Context: an optimization exercise on an open-source flow, tuned for small area, a short achievable clock period and few clock cycles. The choices shown serve that exercise and are no tape-out recipe.
Function was checked by simulation only, so behaviour that the tests miss may differ from the original.
No activity file was given, so power comes from the tool's default toggle rates.

## design/flow/design.v

```verilog
module adder #(
   parameter data = 32
)(
   input  logic [data-1:0] in0,
   input  logic [data-1:0] in1,
   output logic [data-1:0] out
);
assign out = in0 + in1;
endmodule
`timescale 1ns/1ps
module mux_2x1(
        input  logic  [31:0] in1, in2,
        input  logic              sel,
        output logic  [31:0]      out
    );
    always_comb begin
        if (sel == 1'b0) out = in1;
        else             out = in2;
    end
endmodule
`timescale 1ns / 1ps
module mux_4x1(
        input  logic [31:0] in1, in2, in3, in4,
        input  logic [1:0]  sel,
        output logic [31:0] out
    );
    always_comb begin
        if      (sel == 2'b00) out = in1;
        else if (sel == 2'b01) out = in2;
        else if (sel == 2'b10) out = in3;
        else                   out = in4;
    end
endmodule
`timescale 1ns/1ps
module PC#(
   parameter data = 32
   )
   (
      input  logic  clk,
      input  logic  reset,
      input  logic [data-1:0]  pc_next,
      input  logic             stall,
      output logic [data-1:0]  pc
   );
   always_ff @( posedge clk, posedge reset ) begin
      if (reset) begin
         pc <= 0;
      end else if (!stall) begin
         pc <= pc_next;
      end
   end
endmodule
`timescale 1 ns/1 ps
module alu (
  output logic [31:0] out,
  input  logic [31:0] A,
  input  logic [31:0] B,
  input  logic [3:0] ALUcontrol
);
  always_comb begin
    case (ALUcontrol)
      4'd0: out=A+B;  
      4'd1: out=A-B;  
      4'd2: out=A<<B[4:0];  
      4'd3: out = ( $signed(A) < $signed(B) ) ? 1 : 0;  
      4'd4: out=A&B;  
      4'd5: out=A|B;  
      4'd6: out=A^B;  
      4'd7: out=A>>B[4:0];  
      4'd8: out=$unsigned($signed(A)>>>B[4:0]);  
      4'd9: out=( A < B ) ? 1 : 0;   
      4'd10: out = B;   
      default: out = '0;
    endcase
  end
endmodule
`timescale 1ns/1ps
module reg_file#(
   parameter length = 32,
   parameter size   = 32
   )
   (
      input   logic [4:0]   raddr1,
      input   logic [4:0]   raddr2,
      input   logic [4:0]   waddr,
      input   logic         clk,
      input   logic         reg_write,
      input   logic         reset,
      input   logic [31:0]  wdata,
      output  logic [31:0]  rdata1,
      output  logic [31:0]  rdata2
   );
   logic [size-1:0] registers [length-1:0];
   assign rdata1 = registers[raddr1];
   assign rdata2 = registers[raddr2];
   always_ff @( posedge clk, posedge reset) begin   
      if (reset ) begin
         for (int i = 0; i < length; i++) registers[i] <= '0;
      end
      else if (reg_write && waddr != 0 ) begin
         registers[waddr] <= wdata;
      end
   end
endmodule
`timescale 1ns/1ps
module immediate_gen(
        input  logic [31:0] instr,
        input  logic [2:0] imm_control,
        output logic [31:0] Imm_out,
        output logic [11:0] imm_csr
    );
   assign imm_csr = instr[31:20];  
   always_comb begin
        if      (imm_control == 3'b000) Imm_out = {{20{instr[31]}}, instr[31:20]}; 
        else if (imm_control == 3'b001) Imm_out = {{20{instr[31]}}, instr[31:25], instr[11:7]};  
        else if (imm_control == 3'b010) Imm_out = {instr[31:12], 12'b0};  
        else if (imm_control == 3'b011) Imm_out = {{20{instr[31]}}, instr[7], instr[30:25], instr[11:8], 1'b0};  
        else if (imm_control == 3'b100) Imm_out = {{12{instr[31]}}, instr[19:12], instr[20], instr[30:21], 1'b0};  
        else                            Imm_out = {{20{instr[31]}}, instr[31:20]};
   end
endmodule
`timescale 1ns/1ps
module branch_cond(
         input  logic [31:0] rs1,
         input  logic [31:0] rs2,
         input  logic [2:0] br_type,
         input  logic [6:0] opcode,
         output logic       br_taken
);
 always_comb begin
   br_taken = 0;
   if (opcode == 7'b1100011) begin  
      case(br_type)
         3'b000 : br_taken = ( $signed(rs1) == $signed(rs2) );  
         3'b001 : br_taken = ( $signed(rs1) != $signed(rs2) );  
         3'b100 : br_taken = ( $signed(rs1) <  $signed(rs2) );  
         3'b101 : br_taken = ( $signed(rs1) >= $signed(rs2) );  
         3'b110 : br_taken = (         rs1  <          rs2  );  
         3'b111 : br_taken = (         rs1  >=         rs2  );  
         default: br_taken = 0;
      endcase
   end
   else if (opcode == 7'd111 || opcode == 7'd103) begin
      br_taken = 1;
   end
end
endmodule
module ALU_decoder(
   input  logic [2:0] funct3,
   input  logic [6:0] funct7,
   input  logic [6:0] opcode,
   output logic [3:0] ALUcontrol,
   output logic       reg_write, mem_write, Imm_sel, rd_en, sel_A, csr_reg_rd,
   output logic       csr_reg_wr, interrupt, flush_mret,
   output logic [1:0] wb_sel,
   output logic [2:0] imm_control
   );
always_comb begin
  ALUcontrol  = 0;
  reg_write   = 0;
  mem_write   = 0;
  Imm_sel     = 0;
  rd_en       = 0;
  sel_A       = 1;
  csr_reg_rd  = 0;
  csr_reg_wr  = 0;
  interrupt   = 0;
  flush_mret  = 0;
  wb_sel      = 0;
  imm_control = 0;
  if(opcode == 7'b0110011) begin
      reg_write = 1;
      sel_A       = 1;
      Imm_sel     = 0;
      wb_sel      = 0;
      case(funct3)
         3'b000 : begin if (funct7 == 7'b0000000) begin
                           ALUcontrol = 0;  
                        end else begin
                           ALUcontrol = 1;   
                        end
                  end
         3'b001 : ALUcontrol = 2;  
         3'b010 : ALUcontrol = 3;  
         3'b111 : ALUcontrol = 4;  
         3'b110 : ALUcontrol = 5;  
         3'b100 : ALUcontrol = 6;  
         3'b101 : begin if (funct7 == 7'b0000000) begin
                           ALUcontrol = 7;  
                        end else begin
                           ALUcontrol = 8;   
                        end
                  end
         3'b011 : ALUcontrol = 9;  
      endcase
   end
   else if (opcode == 7'b0010011 ) begin  
      reg_write = 1;
      Imm_sel   = 1;
      wb_sel    = 0;
      sel_A     = 1;
      imm_control = 0;
      case(funct3)
         3'b000 : ALUcontrol = 0;  
         3'b010 : ALUcontrol = 3;  
         3'b011 : ALUcontrol = 9;  
         3'b100 : ALUcontrol = 6;  
         3'b110 : ALUcontrol = 5;  
         3'b111 : ALUcontrol = 4;  
         3'b001 : ALUcontrol = 2;  
         3'b101 : begin if (funct7 == 7'b0000000) begin
                  ALUcontrol = 7;  
               end else begin
                  ALUcontrol = 8;  
               end
         end
      endcase
   end
   else if(opcode == 7'b0000011)begin   
         reg_write = 1;
         Imm_sel   = 1;
         rd_en     = 1;
         wb_sel    = 1;
         mem_write = 0;
         imm_control = 0;
         ALUcontrol  = 0;
         sel_A       = 1;
   end
   else if (opcode == 7'b0100011 ) begin    
         reg_write   = 0;
         Imm_sel     = 1;
         imm_control = 1;
         ALUcontrol  = 0;
         mem_write   = 1;
         wb_sel      = 0;
         sel_A       = 1;
      end
   else if (opcode == 7'b0110111) begin   
         reg_write   = 1;
         Imm_sel     = 1;
         imm_control = 2;
         ALUcontrol  = 10;
         wb_sel      = 0;
         sel_A       = 1;
      end
   else if (opcode == 7'b0010111) begin  
         reg_write   = 1;
         Imm_sel     = 1;
         imm_control = 2;
         ALUcontrol  = 0;
         wb_sel      = 0;
         sel_A       = 0;
      end
   else if (opcode == 7'b1100011) begin  
         reg_write   = 0;
         Imm_sel     = 1;
         imm_control = 3;
         ALUcontrol  = 0;
         sel_A       = 0;
      end
   else if (opcode == 7'b1101111) begin  
         reg_write   = 1;
         Imm_sel     = 1;
         imm_control = 4;
         ALUcontrol  = 0;
         sel_A       = 0;
         wb_sel      = 2;
      end
   else if (opcode == 7'b1100111) begin  
         reg_write   = 1;
         Imm_sel     = 1;
         imm_control = 0;
         ALUcontrol  = 0;
         sel_A       = 1;
         wb_sel      = 2;
      end
   else if (opcode == 7'b1110011) begin  
         if (funct3 == 3'b001) begin
            imm_control = 5;
            wb_sel      = 3;
            reg_write   = 1;
            csr_reg_wr  = 1;
            csr_reg_rd  = 1;
         end
         if (funct3 == 3'b000) begin
            interrupt   = 1;
            flush_mret  = 1;
         end
   end
end
endmodule
module CSR_reg(
   input  logic        clk,
   input  logic        reset,
   input  logic [11:0] addr,
   input  logic [31:0] wdata,
   input  logic        reg_write,
   input  logic        reg_rd,
   input  logic        interrupt,
   output logic [31:0] rdata,
   output logic [31:0] epc,
   output logic        exception
);
logic [31:0] mstatus;
logic [31:0] mie;
logic [31:0] mtvec;
logic [31:0] mepc;
logic [31:0] mcause;
logic [31:0] mip;
always_comb begin
   exception = interrupt;
   if (reg_write && addr == 12'h341)
      epc = wdata;
   else
      epc = mepc;
end
always_comb begin
   rdata  = '0;
   if (reg_rd) begin
      case (addr)
      12'h300 : rdata = mstatus;
      12'h304 : rdata = mie;
      12'h305 : rdata = mtvec;
      12'h341 : rdata = mepc;
      12'h342 : rdata = mcause;
      12'h344 : rdata = mip;
      default : rdata = '0;
      endcase
   end
end
always_ff @( posedge clk, posedge reset ) begin : write_operation
   if (reset) begin
      mip     <= '0;
      mcause  <= '0;
      mepc    <= '0;
      mtvec   <= '0;
      mie     <= '0;
      mstatus <= '0;
   end
   else if (reg_write) begin
      case(addr)
      12'h300 :  mstatus <= wdata;
      12'h304 :  mie     <= wdata;
      12'h305 :  mtvec   <= wdata;
      12'h341 :  mepc    <= wdata;
      12'h342 :  mcause  <= wdata;
      12'h344 :  mip     <= wdata;
      default : ;
      endcase
   end
end
endmodule
module LS_unit(
	input  logic [31:0] ALU_out,
	input  logic [31:0] data_loaded,
	input  logic [31:0] rdata2,
	input  logic [2:0]  funct3,
	output logic [3:0]  mask,
	output logic [31:0] data_store,
	output logic [31:0] rdata,
	output logic [31:0] addr_out
);
	logic [7:0]  rdata_byte;
	logic [15:0] rdata_half_word;
	assign addr_out = ALU_out;
	always_comb
	begin
		case(ALU_out[1:0])
			2'b00 : rdata_byte = data_loaded[7:0];
			2'b01 : rdata_byte = data_loaded[15:8];
			2'b10 : rdata_byte = data_loaded[23:16];
			default : rdata_byte = data_loaded[31:24];
		endcase
		case(ALU_out[1])
			1'b0 : rdata_half_word = data_loaded[15:0];
			default : rdata_half_word = data_loaded[31:16];
		endcase
	end
	always_comb
	begin
		case(funct3)
			3'b000 : rdata = {{24{rdata_byte[7]}},       rdata_byte};
			3'b100 : rdata = {24'b0,                     rdata_byte};
			3'b001 : rdata = {{16{rdata_half_word[15]}}, rdata_half_word};
			3'b101 : rdata = {16'b0,                     rdata_half_word};
			default : rdata = data_loaded;  
		endcase
	end
	always_comb
	begin
		data_store = rdata2;
		mask       = 4'b0000;
		case (funct3)
		    3'b000 : begin  
					 data_store = {4{rdata2[7:0]}};
					 case(ALU_out[1:0])
						2'b00 : mask = 4'b0001;
						2'b01 : mask = 4'b0010;
						2'b10 : mask = 4'b0100;
						default : mask = 4'b1000;
					 endcase
					 end
			3'b001 : begin  
					 data_store = {2{rdata2[15:0]}};
					 case(ALU_out[1])
						1'b0 : mask = 4'b0011;
						default : mask = 4'b1100;
					 endcase
					 end
			3'b010 : begin   
						data_store = rdata2;
						mask = 4'b1111;
					 end
			default : ;
	    endcase
	end
endmodule
module stage1_reg(
   input  logic clk,
   input  logic reset,
   input  logic [31:0] pc,
   input  logic [31:0] instr,
   input  logic        stall,
   input  logic        flush,
   output logic [31:0] instr_F,
   output logic [31:0] pc_F
);
always_ff  @( posedge clk, posedge reset ) begin
   if (reset ) begin
      instr_F <= 0;
      pc_F    <= 0;
   end
   else if (!stall & !flush) begin  
      instr_F <= instr;
      pc_F    <= pc;
   end
   else if (flush) begin
      instr_F <= 32'h00000013;
   end
end
endmodule
module stage2_reg(
   input  logic        clk,
   input  logic        reset,
   input  logic [31:0] pc,
   input  logic [31:0] rdata2,
   input  logic [31:0] alu_o,
   input  logic [31:0] instr_F,
   input  logic [31:0] csr_wdata,
   input  logic [11:0] csr_addr,
   input  logic        stall_MW,
   output logic [31:0] rdata2_E,
   output logic [31:0] pc_E,
   output logic [31:0] alu_o_E,
   output logic [31:0] instr_E,
   output logic [31:0] csr_wdata_E,
   output logic [11:0] csr_addr_E
);
always_ff  @( posedge clk, posedge reset ) begin
   if (reset) begin
      rdata2_E    <= 0;
      pc_E        <= 0;
      alu_o_E     <= 0;
      instr_E     <= 0;
      csr_addr_E  <= 0;
      csr_wdata_E <= 0;
   end
   else if (!stall_MW) begin
      rdata2_E    <= rdata2;
      pc_E        <= pc;
      alu_o_E     <= alu_o;
      instr_E     <= instr_F;
      csr_addr_E  <= csr_addr;
      csr_wdata_E <= csr_wdata;
   end
end
endmodule
module control_stage2(
   input  logic clk,
   input  logic reset,
   input  logic reg_write,
   input  logic mem_write,
   input  logic rd_en,
   input  logic [1:0] wb_sel,
   input  logic csr_reg_rd,
   input  logic csr_reg_wr,
   input  logic stall_MW,
   output logic reg_write_E,
   output logic mem_write_E,
   output logic rd_en_E,
   output logic [1:0] wb_sel_E,
   output logic csr_reg_rd_E,
   output logic csr_reg_wr_E
);
always_ff @( posedge clk, posedge reset ) begin
   if(reset) begin
      reg_write_E  <= 0;
      mem_write_E  <= 0;
      rd_en_E      <= 0;
      wb_sel_E     <= 0;
      csr_reg_rd_E <= 0;
      csr_reg_wr_E <= 0;
   end
   else if (stall_MW) begin
      reg_write_E  <= 0;
      mem_write_E  <= 0;
      rd_en_E      <= 0;
      wb_sel_E     <= 0;
      csr_reg_rd_E <= 0;
      csr_reg_wr_E <= 0;
   end
   else begin
      reg_write_E  <= reg_write;
      mem_write_E  <= mem_write;
      rd_en_E      <= rd_en;
      wb_sel_E     <= wb_sel;
      csr_reg_rd_E <= csr_reg_rd;
      csr_reg_wr_E <= csr_reg_wr;
   end
end
endmodule
module forwarding_unit(
   input  logic  [31:0] instr_F,
   input  logic  [31:0] instr_E,
   input  logic         reg_write_E,
   input  logic         br_taken,
   input  logic         flush_mret,
   output logic         forA,
   output logic         forB,
   output logic         stall,
   output logic         stall_MW,
   output logic         flush
);
always_comb begin
   if ((instr_E[11:7] == instr_F[19:15]) & (reg_write_E) & (instr_E[11:7] != 0) ) begin
      forA = 1;
   end
   else begin
      forA = 0;
   end
   if ((instr_E[11:7] == instr_F[24:20]) & (reg_write_E) & (instr_E[11:7] != 0) ) begin
      forB = 1;
   end
   else begin
      forB = 0;
   end
end
always_comb begin
   if (((instr_E[6:0] == 7'b0000011) &&
      ((instr_E[11:7] == instr_F[24:20]) || (instr_E[11:7] == instr_F[19:15]))) &&
      (reg_write_E)) begin
      stall    = 1;
      stall_MW = 1;
   end
   else begin
      stall    = 0;
      stall_MW = 0;
   end
end
always_comb begin
   if ((br_taken || flush_mret) && !stall) begin
      flush = 1;
   end
   else begin
      flush = 0;
   end
end
endmodule
`timescale 1ns/1ps
module datapath(
   input  logic         clk,
   input  logic         reset,
   output logic [31:0]  imem_addr,
   input  logic [31:0]  imem_rdata,
   output logic [31:0]  dmem_addr,
   output logic [31:0]  dmem_wdata,
   output logic [3:0]   dmem_wmask,
   output logic         dmem_we,
   input  logic [31:0]  dmem_rdata
   );
   logic [31:0]  pc_in, mux2x1_out_A, instr, rdata1, rdata2, wdata;
   logic [31:0]  address, pc_next, imm_result, mux2x1_out, alu_out, datamem_out, mux3x1in;
   logic         reg_write, mem_write, rd_en, Imm_sel, sel_A, br_taken;
   logic [3:0]   alucontrol;
   logic [3:0]   mask;
   logic [2:0]   imm_control;
   logic [1:0]   wb_sel;
   logic [31:0]  addr_out, data_store, rdata;
   logic [31:0]  pc_F, instr_F, pc_E, alu_o_E, rdata2_E, instr_E;
   logic         mem_write_E, reg_write_E, rd_en_E;
   logic [1:0]   wb_sel_E;
   logic        forA, forB, stall, stall_MW, flush;
   logic [31:0] mxAfu, mxBfu, fwd_data;
   logic [31:0] csr_rdata, csr_wdata_E, epc, pc_int;
   logic [11:0] csr_addr, csr_addr_E;
   logic        csr_reg_rd, csr_reg_rd_E, csr_reg_wr, csr_reg_wr_E, exception;
   logic        interrupt, flush_mret;
   assign instr       = imem_rdata;
   assign imem_addr   = address;
   assign datamem_out = dmem_rdata;
   assign dmem_addr   = addr_out;
   assign dmem_wdata  = data_store;
   assign dmem_wmask  = mask;
   assign dmem_we     = mem_write_E;
   adder #(.data(32)) i_adder(
      .in0(address),
      .in1(4),
      .out(pc_next)
   );
   mux_2x1 mxpc(
      .in1(pc_next),
      .in2({alu_out[31:1], 1'b0}),
      .sel(br_taken),
      .out(pc_in)
   );
   PC #(.data(32) ) p_c(
      .clk(clk),
      .reset(reset),
      .pc_next(pc_int),
      .pc(address),
      .stall(stall)
   );
   reg_file  #( .length(32), .size(32)) registerfile(
      .raddr1(instr_F[19:15]),
      .raddr2(instr_F[24:20]),
      .waddr(instr_E[11:7]),
      .clk(clk),
      .reset(reset),
      .reg_write(reg_write_E),
      .wdata(wdata),
      .rdata1(rdata1),
      .rdata2(rdata2)
   );
   ALU_decoder alu_dec(
      .funct3(instr_F[14:12]),
      .funct7(instr_F[31:25]),
      .opcode(instr_F[6:0]),
      .ALUcontrol(alucontrol),
      .reg_write(reg_write),
      .mem_write(mem_write),
      .Imm_sel(Imm_sel),
      .wb_sel(wb_sel),
      .rd_en(rd_en),
      .imm_control(imm_control),
      .sel_A(sel_A),
      .csr_reg_rd(csr_reg_rd),
      .csr_reg_wr(csr_reg_wr),
      .interrupt(interrupt),
      .flush_mret(flush_mret)
   );
   immediate_gen imm_gen(
      .instr(instr_F),
      .imm_control(imm_control),
      .Imm_out(imm_result),
      .imm_csr(csr_addr)
   );
   branch_cond br_cond(
      .rs1(mxAfu),
      .rs2(mxBfu),
      .br_type(instr_F[14:12]),
      .br_taken(br_taken),
      .opcode(instr_F[6:0])
   );
   mux_2x1  mx(
      .in1(mxBfu),
      .in2(imm_result),
      .sel(Imm_sel),
      .out(mux2x1_out)
   );
   LS_unit ls_unit(
      .ALU_out(alu_o_E),
      .data_loaded(datamem_out),
      .rdata2(rdata2_E),
      .funct3(instr_E[14:12]),
      .mask(mask),
      .data_store(data_store),
      .rdata(rdata),
      .addr_out(addr_out)
   );
   adder #(.data(32)) muxadder(
      .in0(pc_E),
      .in1(4),
      .out(mux3x1in)
   );
   mux_4x1 mux4(
      .in1(alu_o_E),
      .in2(rdata),
      .in3(mux3x1in),
      .in4(csr_rdata),
      .sel(wb_sel_E),
      .out(wdata)
);
   mux_4x1 mux4_fwd(
      .in1(alu_o_E),
      .in2(alu_o_E),
      .in3(mux3x1in),
      .in4(csr_rdata),
      .sel(wb_sel_E),
      .out(fwd_data)
);
   mux_2x1 mxA(
      .in1(pc_F),
      .in2(mxAfu),
      .sel(sel_A),
      .out(mux2x1_out_A)
   );
   alu arith_lu (
      .A(mux2x1_out_A),
      .B(mux2x1_out),
      .ALUcontrol(alucontrol),
      .out(alu_out)
   );
   stage1_reg st1_reg(
      .clk(clk),
      .reset(reset),
      .pc(address),
      .instr(instr),
      .flush(flush),
      .pc_F(pc_F),
      .instr_F(instr_F),
      .stall(stall)
   );
   stage2_reg st2_reg(
      .clk(clk),
      .reset(reset),
      .pc(pc_F),
      .rdata2(mxBfu),
      .alu_o(alu_out),
      .instr_F(instr_F),
      .pc_E(pc_E),
      .rdata2_E(rdata2_E),
      .alu_o_E(alu_o_E),
      .instr_E(instr_E),
      .stall_MW(1'b0),
      .csr_addr(csr_addr),
      .csr_wdata(mxAfu),
      .csr_addr_E(csr_addr_E),
      .csr_wdata_E(csr_wdata_E)
   );
   control_stage2 cn_st2(
      .clk(clk),
      .reset(reset),
      .reg_write(reg_write),
      .mem_write(mem_write),
      .rd_en(rd_en),
      .wb_sel(wb_sel),
      .reg_write_E(reg_write_E),
      .mem_write_E(mem_write_E),
      .rd_en_E(rd_en_E),
      .wb_sel_E(wb_sel_E),
      .stall_MW(stall_MW),
      .csr_reg_wr(csr_reg_wr),
      .csr_reg_rd(csr_reg_rd),
      .csr_reg_rd_E(csr_reg_rd_E),
      .csr_reg_wr_E(csr_reg_wr_E)
   );
   forwarding_unit fu(
      .instr_F(instr_F),
      .instr_E(instr_E),
      .reg_write_E(reg_write_E),
      .forA(forA),
      .forB(forB),
      .stall(stall),
      .stall_MW(stall_MW),
      .br_taken(br_taken),
      .flush(flush),
     .flush_mret(flush_mret)
   );
   mux_2x1 mxfuA(
      .in1(rdata1),
      .in2(fwd_data),
      .sel(forA),
      .out(mxAfu)
   );
   mux_2x1 mxfuB(
      .in1(rdata2),
      .in2(fwd_data),
      .sel(forB),
      .out(mxBfu)
   );
   CSR_reg csr_reg(
      .clk(clk),
      .reset(reset),
      .addr(csr_addr_E),
      .wdata(csr_wdata_E),
      .reg_write(csr_reg_wr_E),
      .reg_rd(csr_reg_rd_E),
      .rdata(csr_rdata),
      .epc(epc),
      .interrupt(interrupt),
      .exception(exception)
   );
   mux_2x1 mx_int(
      .in1(pc_in),
      .in2(epc),
      .sel(exception),
      .out(pc_int)
   );
endmodule
```

## design/flow/run.sh

```bash
#!/bin/bash
# synth_recipe.tcl (not shown) runs the flow's synth.tcl, then flattens the netlist and writes it again
# the make line also repeats each setting of config.mk as NAME=value (left out here)
make -C /OpenROAD-flow-scripts/flow DESIGN_CONFIG=/design/flow/config.mk WORK_HOME=/design/flow/orfs CLKGATE_MAP_FILE= SYNTH_SCRIPT=/design/flow/synth_recipe.tcl finish
```

## design/flow/config.mk

```make
export PLATFORM = sky130hd
export DESIGN_NAME = datapath
export DESIGN_NICKNAME = datapath
export VERILOG_FILES = /design/flow/design.v
export SDC_FILE = /design/flow/constraint.sdc
export NUM_CORES = 4
export LEC_CHECK = 0
export CAP_MARGIN = 20
export CORE_MARGIN = 2
export CORE_UTILIZATION = 40
export SLEW_MARGIN = 20
```

## design/flow/constraint.sdc

```tcl
create_clock -name core_clock -period 10.0 [get_ports {clk}]
set_input_delay 2.0000 -clock core_clock [delete_from_list [all_inputs] [get_ports {clk}]]
set_output_delay 2.0000 -clock core_clock [all_outputs]
set_load 0.01 [all_outputs]
```

==> flow_summary.yaml <==
sta:
  tightest_slew_ns: 1.424
  setup_viol: 0
  fmax_ghz: 0.1047
  slew_viol_final: 0
  finalCriticalPeriod_ns: 9.550
  relSlewSlack_pct: 4.826
  rsz0062_at_grt: "no"
  final_hold_viol_count: 0
  skew_ns: 0.06139
  holdWs_ns: 0.4033
  post-route-period-util_pct: 95.50
  setup_tns_ns: 0
route:
  drt-initial-drc-count: 16740
  dr.pass1.iters: 13
  drc: 0
  wl_um: 528800
  vias_per_cell: 7.127
  vias: 89060
  antenna_left: 0
  wl_per_cell_um: 42.32
logic_synthesis:
  yosysWarnings: 15
  synthAdderAreaFrac_pct: 2.021
  synth_compound_area_share_pct: 23.46
  synthArstFlopShare_pct: 100.0
  yosys.area_share.simple_pct: 18.80
  syn_area_um2: 84320
  synth_edf_count: 0
  synthCells: 9619
  ys_seq_area_share_pct: 43.69
  synth_top_family_by_area: "compound AO/OA/AOI/OAI gates"
  syn_area_per_cell_um2: 8.766
  ys_seq_elements: 1472
  syn-num-nets: 9820
  ys_types: 125
  ys.flop_type: "dfrtp_1"
  synth.area.mux_share_pct: 5.974
  synth_xor_area_share_pct: 0.7063
clock_tree:
  cts-resized-gates: 0
  numCtsBuffers: 169
  clock_sinks: 1472
  worstSkewPairLatency_ns: 0.88
  cts_hold_buf: 0
  cts.clk_slew.worst_paths_ns: 0.06
  post_cts.repair.setup_buffers: 0
  cts_tree: "done"
  h-tree-depth: 4
  root_buffer: "clkbuf_16"
  cts_buffer_depth: 3
critical_path:
  critPathSlowestCell: "nor2_4"
  cp.arrival_ns: 10.18
  cp.required_ns: 10.63
  path_class: "reg -> reg"
  cp_slowest_stage_delay_ns: 1.14
  crit_path_frequent_cell: "a21oi_1"
  crit_buf_inv: 2
  end_kind: "register"
  crit_path_cell_trace: "or3b_1 > nor2_4 > buf_4 > a22oi_1 > nand2_1 > nor4_1 > a21oi_1 > a21oi_1 > ha_1 > nand2_1 > nor4_1 > nand4_1 > o311ai_0 > or3_1 > a21oi_1 > o221ai_1 > o21ai_2 > nand2b_2 > buf_4 > o21ai_0"
  critPathMaxFanout: 33
  start_kind: "register"
  cp_top_family: "simple AND/OR/NAND/NOR gates"
place:
  port_buffers: 166
  dp_cells: 12150
  gp_congestion: 1.090
  detailed_place_hpwl_um: 373400
cells_and_area:
  nets: 9718
  drive_above_1_share_pct: 13.67
  layoutNonFillerInstCount: 12500
  post-route-util_pct: 45.98
  layout_commonest_cell: "nand2_1"
  layout_common_cells: "nand2_1, dfrtp_1, o21ai_0, a22oi_1, nand3_1"
  syn_to_final_growth_pct: 14.28
global_route:
  grt_use_total_pct: 47.64
  antenna_found_initial: 55
  grt_pass1_vias: 81730
  overflow: 0
  grt_max_degree: 167
  grt_first_pass_wirelength_um: 711300
die:
  coreArea_um2: 209600
  die_w_um: 463.1
  rows: 168
  dieArea_um2: 214500
  start_util_pct: 40.23
  io_pins: 167
  fp.dieH_um: 463.1
pwr:
  cellLeakagePower_nw: 42.84
  peakVddDrop_mv: 0.1924
  power_density_nw_per_um2: 234.3
run_status:
  outcome: "complete, no violations"
flow_run:
  max-cap-violations: 0
hold_path:
  min_path_type: "reg -> reg"
per-layer routing:
| metal | routed length (um) | global-route usage (%) | vias up | share of wire, % |
|---|---|---|---|---|
| li1 | - | - | 35000 | - |
| met1 | 208700 | 64.30 | 44220 | 39 |
| met2 | 204000 | 63.72 | 7809 | 39 |
| met3 | 77050 | 19.32 | 1981 | 15 |
| met4 | 38510 | 26.88 | 48 | 7.3 |
| met5 | 575 | 0.7799 | - | 0.11 |
worst paths after layout:
check / slack, ns / from / cells after the start / end
worst max-delay path: 0.45 / st1_reg.instr_F[24] / 20 / st1_reg.instr_F[16]
worst min-delay path: 0.40 / registerfile.registers[0][21] / 0 / registerfile.registers[0][21]
worst max register to register: 0.45 / st1_reg.instr_F[24] / 20 / st1_reg.instr_F[16]
worst min register to register: 0.40 / registerfile.registers[0][21] / 0 / registerfile.registers[0][21]
max in group asynchronous: 6.23 / reset / 4 / st1_reg.instr_F[15]
min in group asynchronous: 1.64 / reset / 3 / registerfile.registers[24][26]
cell families (layout without fill, tap and decap cells):
group,after synthesis,count (layout)
and+or+nand+nor,3362,3362
AOI/OAI and AO/OA,3060,3060
DFF,1472,1472
buffers and inverters,1061,1095
muxes,461,461
adders and majority gates,135,135
xor gates and xnor gates,68,68
other,0,37
per-stage QoR:
| stage | total power [mW] | setup slack [ns] | instance area [um2] |
|---|---|---|---|
| 5_1_grt | 23.02 | 0.8623 | 96270 |
| 3_3_place_gp | 15.38 | 1.089 | 90180 |
| 2_1_floorplan | 11.23 | -12.38 | 84320 |
| 6_report | 22.58 | 0.4504 | 96360 |
| 3_5_place_dp | 15.41 | 1.142 | 90230 |
| 4_1_cts | 22.10 | 1.108 | 96210 |
Yosys cell counts (63+ instances only):
| library cell | instances | area [um2] |
|---|---|---|
| nand2_1 | 1495 | 5612 |
| nor4_1 | 90 | 563.0 |
| nand4_1 | 193 | 1207 |
| mux2i_1 | 156 | 1562 |
| nor3_1 | 98 | 490.5 |
| ha_1 | 133 | 1664 |
| a21oi_1 | 364 | 1822 |
| buf_1 | 66 | 247.7 |
| and3_1 | 204 | 1276 |
| o22ai_1 | 63 | 394.1 |
| nand3_1 | 473 | 2367 |
| nor2_1 | 462 | 1734 |
| a211oi_1 | 71 | 533.0 |
| dfrtp_1 | 1472 | 36840 |
| inv_1 | 169 | 634.4 |
| mux2_2 | 296 | 3333 |
| a22oi_1 | 553 | 4151 |
| o21ai_0 | 1273 | 6371 |
| clkbuf_1 | 600 | 2252 |
| buf_2 | 162 | 810.8 |
power by group:
group / total [mW] / switching, mW / internal, mW / leakage [nW]
clock network: 6.77 / 2.88 / 3.89 / 2.90
logic: 7.78 / 5.48 / 2.30 / 24.6
registers: 8.03 / 1.35 / 6.68 / 15.3
total: 22.6 / 9.71 / 12.9 / 42.8
state kept, by name, indices dropped and copies added (netlist names), 32 cells and up:
| signal | count |
|---|---|
| registerfile.registers | 1024 |
| csr_reg.mcause | 32 |
| csr_reg.mepc | 32 |
| csr_reg.mie | 32 |
| csr_reg.mip | 32 |
| csr_reg.mstatus | 32 |
| csr_reg.mtvec | 32 |
| p_c.pc | 32 |
| st1_reg.instr_F | 32 |
| st1_reg.pc_F | 32 |
| st2_reg.alu_o_E | 32 |
| st2_reg.csr_wdata_E | 32 |
| st2_reg.pc_E | 32 |
| st2_reg.rdata2_E | 32 |
worst reg2reg max path, cell delays in order (launching register included):
cell,delay (ns)
dfrtp_2,0.76
or3b_1,0.76
nor2_4,1.14
buf_4,0.49
a22oi_1,0.13
nand2_1,0.11
nor4_1,0.06
a21oi_1,1.02
a21oi_1,0.43
ha_1,0.43
nand2_1,0.09
nor4_1,0.52
nand4_1,0.33
o311ai_0,0.57
or3_1,0.18
a21oi_1,0.07
o221ai_1,0.22
o21ai_2,0.14
nand2b_2,0.59
buf_4,0.40
o21ai_0,0.88
cell type report:
class / count / area [um2]
Antenna cell: 37 / 92.59
Clock buffer: 233 / 4800
Clock inverter: 74 / 1184
Fill cell: 20640 / 113200
Inverter: 175 / 661.9
Multi-Input combinational cell: 7086 / 44000
Sequential cell: 1472 / 36860
Tap cell: 2805 / 3510
Timing Repair Buffer: 613 / 5243
Testbench counts, summed over its fixed seeds: cycles 37,199.

-- what the ideal ports hide --
How much do the figures lean on ideal ports? The routed layout below was timed once more, with nothing changed but the port constraints. Step 1: set_driving_cell puts a clkbuf_16 on clk and a buf_2 on each other input, an assumption about the parent block. Step 2 also shifts input and output timing later by t, the mid clock arrival at the registers, as if the neighbouring blocks saw the same clock. Three values: ideal ports, drivers, drivers and shift; two values: the first two.
t (ns): 0.956
setup WS [ns]: 0.450 / 0.450 / 0.450
slew at the worst register clock pin (ns): 0.07 / 0.07
After both steps setup and hold are still met in this run. The setup slack of this run moves by 0.000 ns with the drivers and by 0.000 ns with both steps.
